From an optimization exercise on the open Yosys and OpenROAD flow, aimed at small area, a short achievable clock period and few clock cycles; shortcuts taken in it are not production practice.
At most, simulation tests tie the RTL to the original design; equivalence was not proved.
No functional check of the RTL was part of run 1.
Power figures rest on the tool's default switching activity, not on a simulated workload.

**design/flow/config.mk**
```make
export PLATFORM = sky130hd
export DESIGN_NAME = CORE
export DESIGN_NICKNAME = CORE
export VERILOG_FILES = /design/flow/design.v
export SDC_FILE = /design/flow/constraint.sdc
export NUM_CORES = 4
export LEC_CHECK = 0
export CAP_MARGIN = 20
export CORE_MARGIN = 2
export CORE_UTILIZATION = 50
export SETUP_SLACK_MARGIN = 4.0
export SLEW_MARGIN = 20
```
**design/flow/constraint.sdc**
```tcl
create_clock -name core_clock -period 8.0 [get_ports {clk}]
set_input_delay 1.6000 -clock core_clock [delete_from_list [all_inputs] [get_ports {clk}]]
set_output_delay 1.6000 -clock core_clock [all_outputs]
set_load 0.01 [all_outputs]
```
**design/flow/design.v**
```verilog
module Division (
  input  [14:0] A,
  input  [7:0]  N,
  output [14:0] Y,
  output        Q
);
wire [7:0] t = A[14:7];
wire [8:0] d = {1'b0, t} - {1'b0, N};
assign Q = ~d[8];
assign Y = {Q ? d[6:0] : t[6:0], A[6:0], Q};
endmodule
module kmeans_ram #(
  parameter P = 4,
  parameter M = 32,
  parameter T = 3
) (
  input               CK,
  input               LOAD,
  input  [15:0]       DI,
  output [16*P-1:0]   HEAD,
  output [16*P-1:0]   TAP
);
reg [16*P*M-1:0] sr;
genvar k;
generate
  for (k = 0; k < P; k = k + 1) begin : g_chain
    wire [15:0] tail = sr[(k*M+M-1)*16 +: 16];
    wire [15:0] prev;
    if (k == 0) begin : g_first
      assign prev = DI;
    end else begin : g_next
      assign prev = sr[((k-1)*M+M-1)*16 +: 16];
    end
    always @(posedge CK)
      sr[k*M*16 +: M*16] <= {sr[k*M*16 +: (M-1)*16], LOAD ? prev : tail};
    assign HEAD[k*16 +: 16] = sr[(k*M)*16 +: 16];
    assign TAP[k*16 +: 16]  = sr[(k*M+T)*16 +: 16];
  end
endgenerate
endmodule
module kMeans #(
  parameter P     = 4,
  parameter DSTEP = 2
) (
  input             clk,
  input             rst_n,
  input             in_valid,
  input      [15:0] in_data,
  output reg        out_valid,
  output reg [15:0] out_data
);
localparam M    = 128 / P;
localparam NDIV = 8 / DSTEP;
localparam TW   = 8 + $clog2(P);    
localparam ST_IDLE  = 3'd0,
           ST_PASS  = 3'd1,
           ST_DRAIN = 3'd2,
           ST_DIV   = 3'd3,
           ST_OUT   = 3'd4;
reg  [2:0]  state;
reg  [6:0]  pc;
reg         iv_r;
reg  [15:0] id_r;
reg  [7:0]  wc;
always @(posedge clk) begin
  if (!rst_n) begin
    iv_r <= 1'b0;
    wc   <= 8'd0;
  end else begin
    iv_r <= in_valid;
    wc   <= iv_r ? wc + 8'd1 : 8'd0;
  end
  id_r <= in_data;
end
wire [16*P-1:0] head, tap;
kmeans_ram #(.P(P), .M(M), .T(2)) u_ram (
  .CK   (clk),
  .LOAD (iv_r),
  .DI   (id_r),
  .HEAD (head),
  .TAP  (tap)
);
reg  [7:0]  cx [0:3];
reg  [7:0]  cy [0:3];
reg          p1v;
reg          chg_r;
wire         run  = (state == ST_PASS) && !(pc == 7'd0 && !chg_r);
always @(posedge clk) begin
  if (!rst_n) p1v <= 1'b0;
  else        p1v <= iv_r && (wc >= 8'd4);
end
wire [P-1:0] v0 = run ? {P{1'b1}} : {{(P-1){1'b0}}, p1v};
reg  [P-1:0] v1;
always @(posedge clk) begin
  if (!rst_n) v1 <= 0;
  else        v1 <= v0;
end
reg  [4*P-1:0] sel;
genvar k, j;
generate
  for (k = 0; k < P; k = k + 1) begin : g_lane
    wire [7:0] x = head[k*16+8 +: 8];
    wire [7:0] y = head[k*16   +: 8];
    reg  [8:0] d [0:3];
    for (j = 0; j < 4; j = j + 1) begin : g_c
      wire       cox, coy;
      wire [7:0] ex, ey;
      assign {cox, ex} = {1'b0, x} + {1'b0, ~cx[j]};
      assign {coy, ey} = {1'b0, y} + {1'b0, ~cy[j]};
      always @(posedge clk)
        d[j] <= {1'b0, ex ^ {8{~cox}}} + {1'b0, ey ^ {8{~coy}}} + cox + coy;
    end
    wire le01 = d[0] <= d[1];
    wire le02 = d[0] <= d[2];
    wire le03 = d[0] <= d[3];
    wire le12 = d[1] <= d[2];
    wire le13 = d[1] <= d[3];
    wire le23 = d[2] <= d[3];
    always @(posedge clk) begin
      if (!rst_n) sel[k*4 +: 4] <= 4'd0;
      else if (!v1[k]) sel[k*4 +: 4] <= 4'd0;
      else begin
        sel[k*4+0] <=  le01 &  le02 &  le03;
        sel[k*4+1] <= ~le01 &  le12 &  le13;
        sel[k*4+2] <= ~le02 & ~le12 &  le23;
        sel[k*4+3] <= ~le03 & ~le13 & ~le23;
      end
    end
  end
endgenerate
reg  [TW-1:0] tx [0:3];
reg  [TW-1:0] ty [0:3];
reg  [3:0]    tn [0:3];
generate
  for (j = 0; j < 4; j = j + 1) begin : g_sum
    wire [TW-1:0] mx [0:2*P-2];
    wire [TW-1:0] my [0:2*P-2];
    wire [3:0]    mn [0:2*P-2];
    for (k = 0; k < P; k = k + 1) begin : g_leaf
      assign mx[P-1+k] = {{(TW-8){1'b0}}, tap[k*16+8 +: 8] & {8{sel[k*4+j]}}};
      assign my[P-1+k] = {{(TW-8){1'b0}}, tap[k*16   +: 8] & {8{sel[k*4+j]}}};
      assign mn[P-1+k] = {3'd0, sel[k*4+j]};
    end
    for (k = 0; k < P-1; k = k + 1) begin : g_node
      assign mx[k] = mx[2*k+1] + mx[2*k+2];
      assign my[k] = my[2*k+1] + my[2*k+2];
      assign mn[k] = mn[2*k+1] + mn[2*k+2];
    end
    always @(posedge clk) begin
      tx[j] <= mx[0];
      ty[j] <= my[0];
      tn[j] <= mn[0];
    end
  end
endgenerate
wire        clr = (state == ST_OUT) || (state == ST_IDLE && iv_r && wc < 8'd4) ||
                  (state == ST_PASS && pc == 7'd0);
wire        div = (state == ST_DIV);
wire        div_last = div && (pc == NDIV - 1);
reg  [14:0] accx [0:3];
reg  [14:0] accy [0:3];
reg  [7:0]  accn [0:3];
wire [14:0] dx_w [0:4*(DSTEP+1)-1];
wire [14:0] dy_w [0:4*(DSTEP+1)-1];
wire [DSTEP-1:0] qx_b [0:3];
wire [DSTEP-1:0] qy_b [0:3];
wire [3:0]  chg_j;
generate
  for (j = 0; j < 4; j = j + 1) begin : g_div
    assign dx_w[j*(DSTEP+1)] = accx[j];
    assign dy_w[j*(DSTEP+1)] = accy[j];
    for (k = 0; k < DSTEP; k = k + 1) begin : g_step
      Division u_dx (.A(dx_w[j*(DSTEP+1)+k]), .N(accn[j]), .Y(dx_w[j*(DSTEP+1)+k+1]), .Q(qx_b[j][DSTEP-1-k]));
      Division u_dy (.A(dy_w[j*(DSTEP+1)+k]), .N(accn[j]), .Y(dy_w[j*(DSTEP+1)+k+1]), .Q(qy_b[j][DSTEP-1-k]));
    end
    wire [14:0] nx = dx_w[j*(DSTEP+1)+DSTEP];
    wire [14:0] ny = dy_w[j*(DSTEP+1)+DSTEP];
    wire [7:0]  qx = nx[7:0];
    wire [7:0]  qy = ny[7:0];
    wire        nz = (accn[j] != 8'd0);
    reg         dif;
    wire [DSTEP-1:0] cxb = cx[j] >> (8 - DSTEP*(pc[2:0]+1));
    wire [DSTEP-1:0] cyb = cy[j] >> (8 - DSTEP*(pc[2:0]+1));
    wire        dif_s = (qx_b[j] != cxb) | (qy_b[j] != cyb);
    always @(posedge clk)
      if (div) dif <= (pc == 7'd0) ? dif_s : (dif | dif_s);
    assign chg_j[j] = nz & dif;
    always @(posedge clk) begin
      if (clr) begin
        accx[j] <= 15'd0;
        accy[j] <= 15'd0;
        accn[j] <= 8'd0;
      end else if (div) begin
        accx[j] <= nx;
        accy[j] <= ny;
      end else begin
        accx[j] <= accx[j] + tx[j];
        accy[j] <= accy[j] + ty[j];
        accn[j] <= accn[j] + tn[j];
      end
    end
    always @(posedge clk) begin
      if (state == ST_IDLE && iv_r && wc == j) begin
        cx[j] <= id_r[15:8];
        cy[j] <= id_r[7:0];
      end else if (div_last && nz) begin
        cx[j] <= qx;
        cy[j] <= qy;
      end
    end
  end
endgenerate
reg div_d;
always @(posedge clk) begin
  if (!rst_n) div_d <= 1'b0;
  else        div_d <= div_last;
end
always @(*) chg_r = |chg_j;
always @(posedge clk) begin
  if (!rst_n) begin
    state <= ST_IDLE;
    pc    <= 7'd0;
  end else begin
    case (state)
      ST_IDLE: begin
        pc <= 7'd0;
        if (iv_r && wc == 8'd131) begin
          state <= ST_DRAIN;
          pc    <= 7'd3;
        end
      end
      ST_PASS: begin
        pc <= pc + 7'd1;
        if (pc == 7'd0 && !chg_r) begin
          state <= ST_OUT;
          pc    <= 7'd0;
        end else if (pc == M - 1) begin
          state <= ST_DRAIN;
          pc    <= 7'd2;
        end
      end
      ST_DRAIN: begin
        pc <= pc - 7'd1;
        if (pc == 7'd0) begin
          state <= ST_DIV;
          pc    <= 7'd0;
        end
      end
      ST_DIV: begin
        pc <= pc + 7'd1;
        if (pc == NDIV - 1) begin
          pc    <= 7'd0;
          state <= ST_PASS;
        end
      end
      ST_OUT: begin
        pc <= pc + 7'd1;
        if (pc == 7'd3) begin
          state <= ST_IDLE;
          pc    <= 7'd0;
        end
      end
      default: state <= ST_IDLE;
    endcase
  end
end
always @(posedge clk) begin
  if (!rst_n) out_valid <= 1'b0;
  else        out_valid <= (state == ST_OUT);
end
always @(posedge clk) begin
  if (state == ST_OUT)
    out_data <= {cx[pc[1:0]], cy[pc[1:0]]};
end
endmodule
module CORE(
  clk,
  rst_n,
  in_valid,
  in_data,
  out_valid,
  out_data
);
input               clk;
input               rst_n;
input               in_valid;
input       [15:0]  in_data;
output              out_valid;
output      [15:0]  out_data;
kMeans n_kMeans(
  .clk        (clk),
  .rst_n      (rst_n),
  .in_valid   (in_valid),
  .in_data    (in_data),
  .out_valid  (out_valid),
  .out_data   (out_data)
);
endmodule 
```
**design/flow/run.sh**
```bash
#!/bin/bash
# synth_recipe.tcl (not shown) runs the flow's synth.tcl, then flattens the netlist and writes it again
# the make line also repeats each setting of config.mk as NAME=value (left out here)
make -C /OpenROAD-flow-scripts/flow DESIGN_CONFIG=/design/flow/config.mk WORK_HOME=/design/flow/orfs CLKGATE_MAP_FILE= SYNTH_SCRIPT=/design/flow/synth_recipe.tcl finish
```
==> results of run 1 <==
cells by family (layout without fill, tap and decap cells):
family / after synthesis / in the layout
muxes: 179 / 179
AOI/OAI and AO/OA: 1708 / 1713
adders and majority gates: 1230 / 1230
DFF: 2575 / 2575
other: 0 / 12
buffers and inverters: 779 / 1518
and+or+nand+nor: 1842 / 1842
xor gates and xnor gates: 667 / 667
power breakdown:
part	internal, mW	switching [mW]
Combinational	1.22	1.40
Sequential	13.2	0.313
Clock	6.64	4.92
Total	21.1	6.63
stage by stage:
stage	area (µm²)	worst slack, ns	hold slack, ns	total power [mW]	utilization (%)
after floorplan	100700	4.007	0.3096	15.39	-
after global placement	104200	2.726	0.3095	16.06	52.15
after detailed placement	104200	2.994	0.3121	16.15	52.15
after CTS	115800	3.805	0.2257	27.84	57.96
after global routing	119000	3.587	0.2291	28.89	59.53
final	119000	3.652	0.2454	27.72	59.55
path summary, 6_finish.rpt:
path                                endpoint  slack, ns  cells after the start
setup / recovery  n_kMeans.g_lane[1].d[3][8]       3.65                     22
setup reg to reg  n_kMeans.g_lane[1].d[3][8]       3.65                     22
hold / removal        n_kMeans.u_ram.sr[828]       0.25                      0
hold reg to reg       n_kMeans.u_ram.sr[828]       0.25                      0
state kept, by name, indices dropped and copies added (netlist names):
register,flops
n_kMeans.u_ram.sr,2048
n_kMeans.g_lane.d,144
n_kMeans.accx,60
n_kMeans.accy,60
n_kMeans.tx,40
n_kMeans.ty,40
n_kMeans.accn,32
n_kMeans.cx,32
n_kMeans.cy,32
n_kMeans.id_r,16
n_kMeans.out_data,16
n_kMeans.sel,16
n_kMeans.tn,12
n_kMeans.wc,8
n_kMeans.pc,7
n_kMeans.g_div.dif,4
n_kMeans.state,3
n_kMeans.v1,2
n_kMeans.iv_r,1
n_kMeans.out_valid,1
n_kMeans.p1v,1
layout by cell type, fill, tap and decap left out, types with 245 or more instances in the layout:
cell type and n:
sky130_fd_sc_hd__dfxtp_1 2455, sky130_fd_sc_hd__nand2_1 578, sky130_fd_sc_hd__a21oi_1 283, sky130_fd_sc_hd__ha_1 932, sky130_fd_sc_hd__xnor2_1 451, sky130_fd_sc_hd__inv_1 573, sky130_fd_sc_hd__o21ai_0 355, sky130_fd_sc_hd__clkbuf_16 245
sky130_fd_sc_hd__nor2_1 382, sky130_fd_sc_hd__buf_4 318
timing repair:
action	4_1_cts	5_1_grt
pin swaps	112	269
setup endpoints to repair	180	139
buffers inserted	211	144
gates resized for setup	326	456
gates cloned	4	3
synthesized netlist by cell type (all sizes together) (43+ instances only):
cell type / instances
mux2: 114
a21boi: 46
dfxtp: 2491
o211ai: 43
edfxtp: 84
nor3: 175
o21bai: 49
o21ai: 435
nor2b: 156
nand2b: 57
ha: 1022
nand3: 56
xor2: 185
and2: 113
nor2: 392
buf: 44
or3: 73
xnor2: 482
clkbuf: 95
a21o: 151
mux2i: 49
nand4: 46
nor4: 51
a21oi: 356
a211oi: 117
fa: 208
nand2: 580
inv: 640
o21a: 115
layer usage:
layer,share of wire [%],GRT usage (%)
met5,0.015,0
met4,6.2,13.67
met3,7.6,5.492
met2,43,40.94
met1,43,35.15
worst max-delay path, cell delays in order (launching register included):
cell                         delay (ns)
sky130_fd_sc_hd__edfxtp_1          0.38
sky130_fd_sc_hd__buf_12            0.14
sky130_fd_sc_hd__clkinvlp_4        0.12
sky130_fd_sc_hd__buf_12            0.15
sky130_fd_sc_hd__buf_12            0.12
sky130_fd_sc_hd__buf_6             0.10
sky130_fd_sc_hd__buf_6             0.10
sky130_fd_sc_hd__ha_4              0.15
sky130_fd_sc_hd__fa_2              0.33
sky130_fd_sc_hd__a21o_1            0.18
sky130_fd_sc_hd__a21oi_2           0.16
sky130_fd_sc_hd__o21ai_1           0.08
sky130_fd_sc_hd__o211a_1           0.15
sky130_fd_sc_hd__o22ai_4           0.15
sky130_fd_sc_hd__xor2_1            0.20
sky130_fd_sc_hd__ha_1              0.28
sky130_fd_sc_hd__fa_2              0.36
sky130_fd_sc_hd__a21o_1            0.17
sky130_fd_sc_hd__a21oi_2           0.14
sky130_fd_sc_hd__nor2b_1           0.06
sky130_fd_sc_hd__o21a_1            0.19
sky130_fd_sc_hd__o41a_1            0.33
sky130_fd_sc_hd__xor2_1            0.14
cell type report:
| type | count | share of cell area [%] |
|---|---|---|
| clock inverter | 110 | 1.200 |
| multi-input combinational | 5631 | 40.60 |
| sequential | 2575 | 44.08 |
| inverter | 640 | 2.161 |
| timing repair buffer | 434 | 3.332 |
| tap | 2656 | 2.792 |
| clock buffer | 334 | 5.811 |
| antenna | 12 | 0.02523 |
==> results list, run 1 <==
- The run finished with no timing, DRC or antenna violations.
- Fraction of the yosys area taken by sequential cells: 52.03%
* Total Wirelength: 278.6 mm
* Endpoint type of the worst setup path: register
- In the synthesized netlist the async set-or-reset flop fraction comes to 0%.
- The floorplan step defined a die boundary enclosing 0.2050 mm².
- The worst hold path begins at n_kMeans.u_ram.sr[812].
* Detailed router's first-iteration violation count: 5,287
* Footprint of the flip-flops and latches: 0.05246 mm²
* Routed vias: 67,520
* Number of antenna violations at the first check in global routing: 28
- Summing the areas of all compound-gate instances in the mapped netlist gives 11.36% of the synthesized area.
* Ratio of cells with drive above 1 in the final layout: 15.92%
* Maximum capacitance violations: 0
- Global routing finished with a remaining overflow of 0.
* Vias per Instance: 5.449
- After legalization and detailed placement, the total HPWL measured 201.2 mm.
* Req. time, crit path: 8.72 ns
- GRT Total Usage: 26.52%
* Fin Setup TNS: 0 ns
- Critical path launch point type: register
- Final RePlAce weighted congestion: 0.9892
* Worst Max-Slew Pin Slew: 1.218 ns
- Achievable Freq: 0.2300 GHz
- Number of hold-repair buffers added at the cts stage: 0
* Layout-stage area growth over the synthesis result: 18.20%
- Post-synthesis share of cell area spent on full adders, half adders and majority gates: 16.84%
* Post-synthesis register bit count: 2,575
- After synthesis the cells add up to 0.1007 mm².
- The tree is rooted in a sky130_fd_sc_hd__clkbuf_16.
- Crit path max fanout: 2
- The worst path uses 54.35% of the clock period.
* Number of slew-limit violations in the final report: 0
- The startpoint identified for the worst register-to-register timing path is n_kMeans.cx[3][0].
- Post-synthesis cell type count: 86
- The critical path is of the register to register type.
* Multiplexer fraction of the synthesized cell area: 2.120%
- The critical path starts at n_kMeans.cx[3][0].
- Leak: 51.65 nW
* Classification of the worst-slack hold path: register to register
* Pin count of the biggest net entering global routing: 141
- Number of detailed-route iterations in the first pass: 16
- Residual DRC count: 0
* Top cell type by total area after synthesis: sky130_fd_sc_hd__dfxtp_1
- Buffer depth of the longest clock path: 3
- Clock-pin slew was measured on the worst setup and hold paths at 0.06 ns.
- DP Cell Count: 11,570
- Row cnt: 164
- Die Ht: 452.7 µm
* Pwr dens: 233.0 mW/mm²
- Post-layout nets: 10,770
- CTS Sinks: 2,575
- Source-to-sink clock delay at the later pin of the worst-skew pair: 0.90 ns
* Core region area: 0.1999 mm²
- CTS built an H-tree with a depth of 4.
- Count of flip-flops with a built-in enable after synthesis: 84
- The first global-routing pass estimated 403.8 mm of wire.
- During synthesis, Yosys emitted a total of 26 warnings.
- Total area of multi-input combinational cells: 0.04831 mm²
- Xor-xnor portion of the synthesized cell area: 5.802%
- Fill cell instance count of the final layout: 16,440
* Post-route antenna net violation count: 0
- Clock skew on the completed layout was measured at 0.07970 ns.
* Yosys top cell area share: 49.53%
- Cell count after synthesis: 8,980
- IR analysis of the VDD net gives a maximum drop of 0.2353 mV.
* Port Buffers: 35
* Leading cell types by total area after synthesis: sky130_fd_sc_hd__dfxtp_1, sky130_fd_sc_hd__ha_1, sky130_fd_sc_hd__xnor2_1
* Number of buffers inserted during clock tree synthesis: 240
* Period minus WS final: 4.348 ns
- Setup violations remaining at the end of the flow were counted as 0.
- The count of final hold-check violations came to 0.
* Count of non-filler cells in the finished layout: 12,390
* Mapped Nets: 10,230
* Number of global-route vias before repair: 64,770
- Data arrival time of the critical path: 5.07 ns
- Horizontal extent of the die: 452.7 µm
- Effective utilization at floorplan: 50.38%
- After detailed routing, the average wire length per cell comes to 22.48 µm.
* Syn_area_per_cell: 11.21 µm²
- Post-synthesis share of cell area spent on and, or, nand and nor gates: 8.898%
- Flip-flop cell with the highest count after synthesis: sky130_fd_sc_hd__dfxtp_1
- Slew headroom: 18.68%
- 36 I/O pins were placed.
- Setup repair after global routing could not meet its margin everywhere.
- By area, the combinational part of the netlist is dominated by adder cells.
- TritonCTS built the clock tree.
==> run 2, diff against run 1 <==
--- a/design/flow/design.v
+++ b/design/flow/design.v
@@ -52,5 +52,5 @@
 localparam M    = 128 / P;
 localparam NDIV = 8 / DSTEP;
-localparam TW   = 8 + $clog2(P);    
+localparam TW   = (P <= 1) ? 8 : (P <= 2) ? 9 : (P <= 4) ? 10 : (P <= 8) ? 11 : 12;    
 localparam ST_IDLE  = 3'd0,
            ST_PASS  = 3'd1,
--- a/design/flow/config.mk
+++ b/design/flow/config.mk
@@ -8,5 +8,4 @@
 export CAP_MARGIN = 20
 export CORE_MARGIN = 2
-export CORE_UTILIZATION = 50
-export SETUP_SLACK_MARGIN = 4.0
+export CORE_UTILIZATION = 40
 export SLEW_MARGIN = 20
==> run 2 against run 1 <==
Against the previous run: largest power group unchanged; utilization shrank 14 points; register-to-register slack lost 0.71 ns; still clean; clock-buffer cell count shrank 9; cell area decreased by 4.6%.
==> results list, run 2 <==
* Cell at the root of the clock tree: sky130_fd_sc_hd__clkbuf_16
- Dividing the detail-routed via count by the number of cells gives 5.142.
- Status: no timing/DRC/antenna violations
* Max Clock Skew: 0.1263 ns
* Classification of the worst-slack hold path: register to register
- Final critical-path share of the clock period: 63.28%
- The number of pins with negative max-slew slack in the final report is 0.
- Crit path max fanout: 8
- The routed layout has 65,490 vias.
- After detailed placement, the total cell area comes to 0.1051 mm².
- The tool flagged a number of max-cap violations equal to 0.
- Leak: 49.53 nW
- The via count of the first global-routing pass is 64,150.
- Most flop-heavy register: n_kMeans.u_ram.sr
* Core region area: 0.2509 mm²
- For this design, the sink count on the clock tree is 2,575.
- Critical path launch point type: register
* Fraction of synthesis flops using an asynchronous set or reset pin: 0%
- Post-synthesis cell type count: 86
* Slew headroom: 21.75%
- Clock Pin Slew Worst Setup and Hold Paths: 0.06 ns
- Number of detailed-route iterations in the first pass: 9
- Net switching power: 6.593 mW
* Post-layout nets: 10,410
- Horizontal extent of the die: 505.7 µm
* Total design power: 27.63 mW
* Endpoint type of the worst setup path: register
* Dominant cell by count in the synthesized netlist: sky130_fd_sc_hd__dfxtp_1
* Count of yosys warnings during synthesis: 26
- The number of gates resized after CTS was 0.
- Data on the critical path arrives at its endpoint at 5.82 ns.
- Row cnt: 184
- Die Ht: 505.7 µm
* CTS H-tree depth: 4
* Setup slack, reg-to-reg: 2.94 ns
- The clock network is responsible for 42.4% of the overall power.
- Fin Setup TNS: 0 ns
- The floorplan step defined a die boundary enclosing 0.2557 mm².
- GRT Total Usage: 21.18%
- Worst-case setup slack after placement: 2.992 ns
- Total Wirelength: 276.1 mm
- Buffer depth of the longest clock path: 3
- Effective utilization at floorplan: 40.12%
- Routability-driven placement finished with a final weighted congestion of 0.9453.
- Leading post-synthesis cells by instance count: sky130_fd_sc_hd__dfxtp_1, sky130_fd_sc_hd__ha_1, sky130_fd_sc_hd__inv_1, sky130_fd_sc_hd__nand2_1, sky130_fd_sc_hd__xnor2_1
- Number of flip-flops in the largest register: 2,048
- Count of non-filler cells in the finished layout: 12,740
* Period minus WS final: 5.063 ns
- Yosys top cell area share: 49.53%
* Global-route wire length before repair: 404.0 mm
- Syn_area_per_cell: 11.21 µm²
* Cell count after synthesis: 8,980
* Post-layout instance area: 0.1136 mm²
- Req. time, crit path: 8.75 ns
* Port Buffers: 35
* Number of hold-repair buffers added at the cts stage: 0
- The library cell used most frequently in the layout, excluding fill and tap cells, is sky130_fd_sc_hd__dfxtp_1.
- Flop pwr share: 49.0%
- Cell Int Power: 21.04 mW
- Entering global routing, the biggest net connects 126 pins.
- Worst Max-Slew Pin Slew: 1.164 ns
* Layout-stage area growth over the synthesis result: 12.81%
* RSZ-0062 raised after global routing: no
- Kind of critical path: register to register
- Final worst setup slack: 2.937 ns
* Leading registers by flop count: n_kMeans.u_ram.sr: 2048 flops, n_kMeans.g_lane.d: 144 flops
- DP Cell Count: 12,270
- Source-to-sink clock delay at the later pin of the worst-skew pair: 0.91 ns
- The number of clock buffers added by TritonCTS is 238.
* Number of ports placed on the die boundary: 36
- Switching Fraction: 23.86%
- Setup violations remaining at the end of the flow were counted as 0.
- Total congestion overflow: 0
- In this run, synthesis produced a sequential element count of 2,575.
* Post-detail-place hpwl: 207.1 mm
* TritonCTS clock tree: yes
- In this run the remaining antenna-violating nets after routing total 0.
- Buffers added to address setup during post-CTS repair amount to 0.
- The number of nets in the synthesized netlist is 10,230.
* Flip-flop cell with the highest count after synthesis: sky130_fd_sc_hd__dfxtp_1
- Detailed-route wire length per cell: 21.68 µm
- Cells with a size suffix above 1 make up 7.189% of the layout.
- Fraction of the yosys area taken by sequential cells: 52.03%
- In the routed design, unresolved DRC markers number 0.
* Count of flip-flops with a built-in enable after synthesis: 84
- Final Core Density: 45.26%
* Fill cell instance count of the final layout: 23,070
* Summed instance area of the synthesized netlist: 0.1007 mm²
- Hold Slack: 0.2408 ns
* Top cell type by total area after synthesis: sky130_fd_sc_hd__dfxtp_1
- Commonest non-fill, non-tap cells in the layout: sky130_fd_sc_hd__dfxtp_1, sky130_fd_sc_hd__ha_1, sky130_fd_sc_hd__inv_1
* Number of endpoints with negative hold slack in the final report: 0
- Ranked by total cell area, the synthesized netlist is headed by sky130_fd_sc_hd__dfxtp_1, sky130_fd_sc_hd__ha_1, sky130_fd_sc_hd__xnor2_1.
- Combinational share of power: 8.6%
* Detailed router's first-iteration violation count: 4,656
- For this design the ratio of total power to cell area is 243.3 mW/mm².
* Achievable Freq: 0.1975 GHz
- Number of antenna violations at the first check in global routing: 55
- Worst ir drop on vdd: 0.2340 mV
==> run 2: layout make-up <==
type                    instances  area [µm²]  share of cell area, %
multi-input cells            5626       45400                  39.97
clock buffers                 325        6810                  5.996
repair buffers                 80       713.2                 0.6279
clock inverters               115        1603                  1.411
inverters                     640        2405                  2.117
flip-flops and latches       2575       52390                  46.13
well taps                    3348        4189                  3.688
diodes                         26       65.06                0.05728
==> run 2: cells by family after synthesis <==
family | after synthesis | synth area share, %
xor+xnor | 667 | 5.802
compound gates | 1708 | 11.36
simple gates | 1842 | 8.898
mux | 179 | 2.120
fa+ha+maj | 1230 | 16.84
buf+inv | 779 | 2.951
flops | 2575 | 52.03
==> run 2: routing by layer <==
metal	GRT usage, %	wire length, µm	vias up
li1	-	-	31500
met1	27.33	119100	31320
met2	33.01	121400	2088
met3	4.788	19860	560
met4	11.23	15650	12
met5	0	80	-
==> run 2: path summary, 6_finish.rpt <==
kind | from | endpoint | cells after the start
setup / recovery | n_kMeans.cx[3][0] | n_kMeans.g_lane[3].d[3][8] | 18
hold / removal | n_kMeans.u_ram.sr[2029] | n_kMeans.u_ram.sr[2045] | 0
setup reg to reg | n_kMeans.cx[3][0] | n_kMeans.g_lane[3].d[3][8] | 18
hold reg to reg | n_kMeans.u_ram.sr[2029] | n_kMeans.u_ram.sr[2045] | 0
==> run 2: worst max-delay path, stage by stage, from the launching register on <==
cell and delay, ns:
sky130_fd_sc_hd__edfxtp_1 0.55, sky130_fd_sc_hd__inv_1 0.33, sky130_fd_sc_hd__ha_1 0.34, sky130_fd_sc_hd__fa_1 0.47, sky130_fd_sc_hd__a21o_1 0.18, sky130_fd_sc_hd__a21oi_1 0.26, sky130_fd_sc_hd__o21ai_0 0.16, sky130_fd_sc_hd__o211a_1 0.18
sky130_fd_sc_hd__o22ai_2 0.43, sky130_fd_sc_hd__xor2_1 0.14, sky130_fd_sc_hd__ha_1 0.33, sky130_fd_sc_hd__inv_1 0.06, sky130_fd_sc_hd__fa_1 0.45, sky130_fd_sc_hd__nor2b_1 0.11, sky130_fd_sc_hd__o21ai_0 0.10, sky130_fd_sc_hd__a21boi_0 0.26
sky130_fd_sc_hd__o21ai_0 0.17, sky130_fd_sc_hd__a21oi_1 0.21, sky130_fd_sc_hd__xor2_1 0.16
==> run 2: power groups by stage <==
stage | Combinational, mW | Sequential (mW) | Clock [mW]
6_report | 2.37 | 13.5 | 11.7
4_1_cts | 2.37 | 13.5 | 12.0
5_1_grt | 2.69 | 13.6 | 12.6
2_1_floorplan | 1.75 | 13.6 | 0
3_5_place_dp | 2.35 | 13.8 | 0
3_3_place_gp | 2.27 | 13.8 | 0
Testbench counts of run 2, summed over its fixed seeds: cycles 24,554.

[re-timing with driven ports]
In the flow no input, the clock included, has a driving cell. The finished layouts below were timed again as built, in two steps.
Step 1, drivers: a clkbuf_16 drives clk and a buf_2 each remaining input, both assumed.
Step 2, shift: input delay + t, output delay - t, t = (earliest + latest rising clock arrival at the registers) / 2. This alone moves slack from input paths to output paths.
Three values: ideal ports, drivers, drivers and shift; two values: the first two.
run	t, ns	slack for setup (ns)	worst setup path after step 2
run 1	0.949	3.652 / 3.652 / 3.652	register to register
run 2	0.934	2.937 / 2.937 / 2.937	register to register
After both steps every run listed still meets setup and hold.
